What follows belongs to an exercise in optimizing a design on an open flow for small area; a production flow would make more cautious choices.
RTL that was checked went through simulation tests only; none was proved equivalent to the original.
Power and IR drop assume default switching activity.

== build 70 ==
Design uart_core, start of the top module:
module uart_core(
  input                  clk     ,
  input                  rst_n   ,       
  input                  serial_in_i     ,
  output                 serial_out_o    ,  
  output  [15:0]         bus2ip_addr_o   ,
  output  [15:0]         bus2ip_data_o   ,
  output                 bus2ip_rd_ce_o  ,     
  output                 bus2ip_wr_ce_o  ,     
  input   [15:0]         ip2bus_data_i
);
export LEC_CHECK = 0
export CAP_MARGIN = 20
export CORE_MARGIN = 2
export CORE_UTILIZATION = 40
export SLEW_MARGIN = 20
create_clock -name core_clock -period 8.0 [get_ports {clk}]
standard.sh (not shown) runs the stock make flow with config.mk's settings and CLKGATE_MAP_FILE= SYNTH_SCRIPT=/design/flow/synth_recipe.tcl, a recipe that flattens the netlist after the stock synthesis.
==> flow/flow/run.sh <==
#!/bin/bash
set -o pipefail
export CTS_ARGS="-sink_clustering_enable -repair_clock_nets -dont_use_dummy_load"
export BUFFER_PORTS_ARGS="-buffer_cell sky130_fd_sc_hd__buf_1"
bash standard.sh > standard.log 2>&1
### build 70 -> build 87
# build 70
export LEC_CHECK = 0
export CAP_MARGIN = 20
export CORE_MARGIN = 2
export CORE_UTILIZATION = 40
export SLEW_MARGIN = 20
create_clock -name core_clock -period 8.0 [get_ports {clk}]
# build 87
export LEC_CHECK = 0
export CAP_MARGIN = 20
export CORE_MARGIN = 2
export CORE_UTILIZATION = 60
export SLEW_MARGIN = 20
create_clock -name core_clock -period 8.0 [get_ports {clk}]
==> flow/flow/run.sh <==
#!/bin/bash
set -o pipefail
export CTS_ARGS="-sink_clustering_enable -repair_clock_nets -dont_use_dummy_load -sink_clustering_size 28 -sink_clustering_max_diameter 60"
export BUFFER_PORTS_ARGS="-buffer_cell sky130_fd_sc_hd__buf_1"
bash standard.sh > standard.log 2>&1
Results
Build 87 supports a lower top clock frequency than build 70. Per the comparison of build 87 with build 70, register area about even, total power consumption of the routed design fell 14%. Build 70 was carried through to the last stage, and its layout satisfied the timing, DRC and antenna checks. Build 87: full flow OK, the timing, DRC and antenna checks passed.
Input-level comparison between build 12 and build 87:
# build 87
export LEC_CHECK = 0
export CAP_MARGIN = 20
export CORE_MARGIN = 2
export CORE_UTILIZATION = 60
export SLEW_MARGIN = 20
create_clock -name core_clock -period 8.0 [get_ports {clk}]
# build 12
export LEC_CHECK = 0
export ABC_AREA = 1
export CAP_MARGIN = 20
export CORE_MARGIN = 2
export CORE_UTILIZATION = 55
export CTS_BUF_LIST = sky130_fd_sc_hd__clkbuf_4 sky130_fd_sc_hd__clkbuf_8
export CTS_CLUSTER_SIZE = 24
export SLEW_MARGIN = 20
create_clock -name core_clock -period 8.0 [get_ports {clk}]
==> flow/run.sh (new file) <==
#!/bin/bash
# synth_recipe.tcl (not shown) runs the flow's synth.tcl, then flattens the netlist and writes it again
# the make line also repeats each setting of config.mk as NAME=value (left out here)
make -C /OpenROAD-flow-scripts/flow DESIGN_CONFIG=/design/flow/config.mk WORK_HOME=/design/flow/orfs CLKGATE_MAP_FILE= SYNTH_SCRIPT=/design/flow/synth_recipe.tcl finish
removed: flow/flow/run.sh
removed: flow/standard.sh
Findings:
- Register-to-register setup slack for build 12: 70 ps up relative to build 87
- Between build 87 and build 12, remaining max-slew budget at the tightest pin decreased.
- On build 12: part of the total power dissipated in the clock network is 12 points higher than what build 87 gave.
- Higher core utilization among build 87 and build 12: build 87
- Against build 87, build 12 comes in 1 lower on number of antenna violations at the first check in global routing.
- What build 12 reported for timing-limited maximum frequency has to be multiplied by 1.09 to get the figure for build 87.
- Going from build 87 to build 12, share of synthesized registers carrying an async set or reset roughly the same; maximum ir drop on the vdd rail lower; power higher; setup slack lower.
> inputs changed (build 12 -> build 85)
# build 12
export LEC_CHECK = 0
export ABC_AREA = 1
export CAP_MARGIN = 20
export CORE_MARGIN = 2
export CORE_UTILIZATION = 55
export CTS_BUF_LIST = sky130_fd_sc_hd__clkbuf_4 sky130_fd_sc_hd__clkbuf_8
export CTS_CLUSTER_SIZE = 24
export SLEW_MARGIN = 20
create_clock -name core_clock -period 8.0 [get_ports {clk}]
# build 85
export LEC_CHECK = 0
export CAP_MARGIN = 20
export CORE_MARGIN = 2
export CORE_UTILIZATION = 60
export CTS_CLUSTER_DIAMETER = 60
export CTS_CLUSTER_SIZE = 28
export SLEW_MARGIN = 20
create_clock -name core_clock -period 8.0 [get_ports {clk}]
### Flow results
- Build 85 completed end to end with timing, DRC and antenna clean.
- Final critical path time including I/O delays and setup came out lower on build 85 than on build 12.
- Relative to build 12, the sequential share of power of build 85 is higher by 7.1 points.
- Maximum operating frequency in build 85 vs build 12: up about 10%
- Comparing build 85 and build 12, the lower share of the final layout cell area in multi-input gates is on build 12.
- NOTE final area build 12->build 85 decreased by a little under 10%
- Per the comparison of build 85 with build 12, multi-input combinational cell count lost about 40%, synthesized instance count -about 36%.
- Going from build 12 to build 85, smallest setup slack after layout now larger; post-synthesis sequential element count comparable.
Setup changes, build 85 to build 54
# build 85
export LEC_CHECK = 0
export CAP_MARGIN = 20
export CORE_MARGIN = 2
export CORE_UTILIZATION = 60
export CTS_CLUSTER_DIAMETER = 60
export CTS_CLUSTER_SIZE = 28
export SLEW_MARGIN = 20
create_clock -name core_clock -period 8.0 [get_ports {clk}]
# build 54
export LEC_CHECK = 0
export CAP_MARGIN = 20
export CORE_MARGIN = 2
export CORE_UTILIZATION = 40
export SLEW_MARGIN = 20
create_clock -name core_clock -period 8.0 [get_ports {clk}]
Findings:
On proportion of power drawn by combinational gates, build 85 and build 54 are basically level. Build 54 ended with less switching part of the total power than build 85. Build 85 -> build 54: global-route wire length before repair increased by a few percent. Cmp build 85 and build 54 / routed wire length / lower: build 85. Sort build 85 and build 54 by share of post-route cells with drive strength above 1, descending, and build 54 comes first. Build 54 finished all stages; the layout is clean. Build 54 ends up with a number of nets in the layout that is 1.6% higher than in build 85.

---

Another version of the RTL of uart_core (not shown whole).
Size: ~2400 cells after synthesis, ~870 flip-flops, about 54 I/O pins, about 0.034 mm^2 of cells after synthesis.
Settings: LEC_CHECK=0, CAP_MARGIN=20, CORE_MARGIN=2, CORE_UTILIZATION=60, SLEW_MARGIN=20; clock period 8.0 ns.
==> flow/flow/run.sh <==
#!/bin/bash
set -o pipefail
export CTS_ARGS="-sink_clustering_enable -repair_clock_nets -dont_use_dummy_load -sink_clustering_size 28 -sink_clustering_max_diameter 60"
export BUFFER_PORTS_ARGS="-buffer_cell sky130_fd_sc_hd__buf_1"
bash standard.sh > standard.log 2>&1
The baseline passed the timing, DRC and antenna checks.
==> next run, changes <==
==> flow/flow/run.sh (replaced) <==
#!/bin/bash
set -o pipefail
export CTS_ARGS="-sink_clustering_enable -repair_clock_nets -dont_use_dummy_load -sink_clustering_size 34 -sink_clustering_max_diameter 70"
export BUFFER_PORTS_ARGS="-buffer_cell sky130_fd_sc_hd__buf_1"
bash standard.sh > standard.log 2>&1
Effect: The new run finished clean. Total power goes down by about 2.7%. Worst setup slack improves by 0.069 ns. Critical path depth does not change. Sequential power stays flat. Cell area shrinks by about 0.5%.
==> next run, changes <==
==> flow/flow/run.sh (replaced) <==
#!/bin/bash
set -o pipefail
export CTS_ARGS="-sink_clustering_enable -repair_clock_nets -dont_use_dummy_load -sink_clustering_size 30 -sink_clustering_max_diameter 100"
export BUFFER_PORTS_ARGS="-buffer_cell sky130_fd_sc_hd__buf_1"
bash standard.sh > standard.log 2>&1
What happened: Total power falls by 2.5%. Clock skew went down by 0.017 ns. Wire length stays flat. Non-clock buffer count is unchanged. Worst setup slack is worse by 0.030 ns. Cell area is lower by 0.48%. Cell count is about the same. Hold slack gains 0.030 ns. Synthesized cell count does not change. Register-to-register slack loses 0.03 ns.
==> next run, changes <==
==> flow/flow/run.sh (replaced) <==
#!/bin/bash
set -o pipefail
export CTS_ARGS="-sink_clustering_enable -repair_clock_nets -dont_use_dummy_load -sink_clustering_size 32 -sink_clustering_max_diameter 50"
export BUFFER_PORTS_ARGS="-buffer_cell sky130_fd_sc_hd__buf_1"
bash standard.sh > standard.log 2>&1
Settings changed: CAP_MARGIN 20 to 5, SLEW_MARGIN 20 to 5.
Routed wire length came out higher by about 1.6%.
Clock-buffer cell count came out higher by 34.
Power came out higher by about 13%.
Setup slack loses 0.019 ns.
Critical path depth stays the same.
Design area came out higher by about 2.3%.
Via count came out higher by 1.6%.
Non-clock buffer count came out lower by 3.
Sequential share of layout area came out lower by 1.4 points.
No run of this note included a check of the RTL's function; only the layout flow was run.

---

Another version of the RTL of uart_core (not shown whole).
Size: about 2400 cells after synthesis, roughly 54 I/O pins, ~0.034 mm^2 of cells after synthesis.
clock: 8.0 ns
lec_check: 0
cap_margin: 20
core_margin: 2
core_utilization: 60
slew_margin: 20
==> flow/flow/run.sh <==
#!/bin/bash
set -o pipefail
export CTS_ARGS="-sink_clustering_enable -repair_clock_nets -dont_use_dummy_load -sink_clustering_size 30 -sink_clustering_max_diameter 100"
export BUFFER_PORTS_ARGS="-buffer_cell sky130_fd_sc_hd__buf_1"
bash standard.sh > standard.log 2>&1
The starting point ran to the end with no violations.
==> next run, changes <==
CAP_MARGIN = 0   (was 20)
CORE_UTILIZATION = 65   (was 60)
SLEW_MARGIN = 0   (was 20)
Effect:
- The new run finished with timing, DRC and antenna clean
- synthesized cell count stays the same
- final area is lower by 0.36%
- critical path depth decreases by 4
- sequential cell count does not change
- first-iteration DRC count went up by 22%
- worst setup slack improves by 0.22 ns
- die area went down by 7.6%
==> next run, changes <==
==> flow/flow/run.sh (replaced) <==
#!/bin/bash
set -o pipefail
export CTS_ARGS="-sink_clustering_enable -repair_clock_nets -dont_use_dummy_load -sink_clustering_size 32 -sink_clustering_max_diameter 90"
export BUFFER_PORTS_ARGS="-buffer_cell sky130_fd_sc_hd__buf_1"
bash standard.sh > standard.log 2>&1
CAP_MARGIN = 20   (was 0)
CORE_UTILIZATION = 60   (was 65)
SLEW_MARGIN = 20   (was 0)
Hold slack gains 0.040 ns. Worst setup slack gets worse by 0.18 ns. Maximum frequency went down by a few percent. Via count shrinks slightly. Design area is about the same. Total power is about the same.
==> next run, changes <==
==> flow/flow/run.sh (replaced) <==
#!/bin/bash
set -o pipefail
export CTS_ARGS="-sink_clustering_enable -repair_clock_nets -dont_use_dummy_load -sink_clustering_size 36 -sink_clustering_max_diameter 70"
export BUFFER_PORTS_ARGS="-buffer_cell sky130_fd_sc_hd__buf_1"
bash standard.sh > standard.log 2>&1
CORE_UTILIZATION = 70   (was 60)
PLACE_DENSITY = 0.8   (was not set)
Outcome:
- The changed run passed the timing, DRC and antenna checks
- worst setup slack gains 0.49 ns
- design area hardly moves
- count of clock-buffer cells in the layout is higher by 3
- sequential power stays flat
- via count climbs by 3.2%
- final cell count fell by 4.3%
- sequential share of layout area went up by 0.11 points
- non-clock buffer count came out higher by 1
- first-iteration DRC count climbs by 27%
- utilization rises by 11 points
- die area decreases by 14%

---

Starting RTL as in the previous note.
==> flow/config.mk <==
export PLATFORM = sky130hd
export DESIGN_NAME = uart_core
export DESIGN_NICKNAME = uart_core
export VERILOG_FILES = /design/flow/design.v
export SDC_FILE = /design/flow/constraint.sdc
export NUM_CORES = 4
export LEC_CHECK = 0
export CAP_MARGIN = 20
export CORE_MARGIN = 2
export CORE_UTILIZATION = 60
export PLACE_DENSITY = 0.7
export SLEW_MARGIN = 20
==> flow/constraint.sdc <==
create_clock -name core_clock -period 8.0 [get_ports {clk}]
set_input_delay 1.6000 -clock core_clock [delete_from_list [all_inputs] [get_ports {clk}]]
set_output_delay 1.6000 -clock core_clock [all_outputs]
set_load 0.01 [all_outputs]
==> flow/flow/run.sh <==
#!/bin/bash
set -o pipefail
export CTS_ARGS="-sink_clustering_enable -repair_clock_nets -dont_use_dummy_load -root_buf sky130_fd_sc_hd__clkbuf_16 -buf_list sky130_fd_sc_hd__clkbuf_8 -sink_clustering_size 16 -sink_clustering_max_diameter 60"
export BUFFER_PORTS_ARGS="-buffer_cell sky130_fd_sc_hd__buf_1"
bash standard.sh > standard.log 2>&1
Edit:
==> flow/flow/run.sh (replaced) <==
#!/bin/bash
set -o pipefail
export CTS_ARGS="-sink_clustering_enable -repair_clock_nets -dont_use_dummy_load -root_buf sky130_fd_sc_hd__clkbuf_16 -buf_list sky130_fd_sc_hd__clkbuf_8 -sink_clustering_size 20 -sink_clustering_max_diameter 80"
export BUFFER_PORTS_ARGS="-buffer_cell sky130_fd_sc_hd__buf_1"
bash standard.sh > standard.log 2>&1
The changed run finished with timing, DRC and antenna clean; clock power shrinks by roughly a tenth; worst setup slack improved by 7.2 ps; die area does not change; wire length stays flat; clock-buffer cell count came out lower by 17; global-route usage went down by 0.20 points; flip-flop and latch count stays the same; non-clock buffer count does not change.
Edit:
==> flow/flow/run.sh (replaced) <==
#!/bin/bash
set -o pipefail
export CTS_ARGS="-sink_clustering_enable -repair_clock_nets -dont_use_dummy_load -sink_clustering_size 30 -sink_clustering_max_diameter 100"
export BUFFER_PORTS_ARGS="-buffer_cell sky130_fd_sc_hd__buf_1"
bash standard.sh > standard.log 2>&1
The changed run produced a clean layout.
Area after synthesis does not change.
Cell count falls by 0.47%.
Register-to-register slack gains 20 ps.
Design area rises by 0.36%.
Total power rises by 2.4%.
Routed wire length falls by 0.37%.
Sequential cell count is unchanged.
Via count hardly moves.
Hold slack loses 27 ps.
Worst setup slack loses 3.1 ps.
Edit:
Settings changed: GPL_ROUTABILITY_DRIVEN from default to 0, GPL_TIMING_DRIVEN from default to 0, PLACE_DENSITY 0.7 to default.
Total power went up slightly. Utilization is higher by 0.65 points. Clock power goes up by a few percent. First-iteration DRC count went up by roughly a tenth. Cell area grows slightly. Worst hold slack got worse by 26 ps. Sequential power barely changes. Wire length goes up by a little under a tenth. Flip-flop and latch count does not change.

==> static timing again, ports no longer ideal <==
No port has a modelled driver above. Below, the same layouts with a new extraction and two added sets of constraints. Step 1, drivers: a clkbuf_16 drives clk and a buf_2 each remaining input, both assumed. Step 2, shift: input delay + t, output delay - t, t = (earliest + latest rising clock arrival at the registers) / 2. This alone moves slack from input paths to output paths. Three values: no drivers, after step 1, after step 2; two values: the first two.
| run | shift t [ns] | slack for setup (ns) | hold WS [ns] | latest minus earliest clock arrival (ns) | worst register clock-pin slew, ns |
|---|---|---|---|---|---|
| build 70 | 0.686 | 1.658 / 1.594 / 2.280 | 0.286 / 0.286 / 0.286 | 0.096 / 0.096 | 0.06 / 0.06 |
| build 87 | 0.661 | 1.410 / 1.347 / 2.009 | 0.297 / 0.297 / 0.297 | 0.074 / 0.073 | 0.10 / 0.10 |
| build 12 | 0.822 | 0.790 / 0.733 / 1.555 | 0.302 / 0.302 / 0.302 | 0.040 / 0.040 | 0.07 / 0.07 |
| build 85 | 0.685 | 1.468 / 1.403 / 2.088 | 0.340 / 0.340 / 0.340 | 0.034 / 0.034 | 0.10 / 0.10 |
| build 54 | 0.700 | 0.962 / 0.897 / 1.597 | 0.319 / 0.319 / 0.319 | 0.050 / 0.050 | 0.07 / 0.07 |
| the first run of note 2 | 0.660 | 1.407 / 1.344 / 2.005 | 0.254 / 0.254 / 0.254 | 0.079 / 0.079 | 0.10 / 0.10 |
| the second run of note 2 | 0.650 | 1.476 / 1.414 / 2.064 | 0.278 / 0.278 / 0.278 | 0.074 / 0.074 | 0.12 / 0.12 |
| the third run of note 2 | 0.637 | 1.445 / 1.383 / 2.021 | 0.308 / 0.308 / 0.308 | 0.059 / 0.059 | 0.11 / 0.11 |
| the fourth run of note 2 | 0.653 | 1.427 / 1.365 / 2.018 | 0.299 / 0.299 / 0.299 | 0.068 / 0.068 | 0.11 / 0.11 |
| the first run of note 3 | 0.658 | 1.574 / 1.505 / 2.163 | 0.315 / 0.315 / 0.315 | 0.082 / 0.082 | 0.11 / 0.11 |
| the second run of note 3 | 0.653 | 1.791 / 1.726 / 2.379 | 0.285 / 0.285 / 0.285 | 0.069 / 0.069 | 0.12 / 0.12 |
| the third run of note 3 | 0.645 | 1.611 / 1.547 / 2.192 | 0.325 / 0.325 / 0.325 | 0.077 / 0.077 | 0.12 / 0.12 |
| the fourth run of note 3 | 0.640 | 2.101 / 2.045 / 2.685 | 0.287 / 0.287 / 0.287 | 0.074 / 0.074 | 0.12 / 0.12 |
| the first run of note 4 | 0.633 | 1.653 / 1.588 / 2.222 | 0.336 / 0.336 / 0.336 | 0.085 / 0.085 | 0.11 / 0.11 |
| the second run of note 4 | 0.640 | 1.660 / 1.596 / 2.236 | 0.324 / 0.324 / 0.324 | 0.076 / 0.076 | 0.12 / 0.12 |
| the third run of note 4 | 0.636 | 1.657 / 1.595 / 2.231 | 0.297 / 0.297 / 0.297 | 0.052 / 0.052 | 0.12 / 0.12 |
| the fourth run of note 4 | 0.639 | 1.404 / 1.341 / 1.980 | 0.271 / 0.271 / 0.271 | 0.102 / 0.102 | 0.12 / 0.12 |
After both steps every run listed still meets setup and hold.
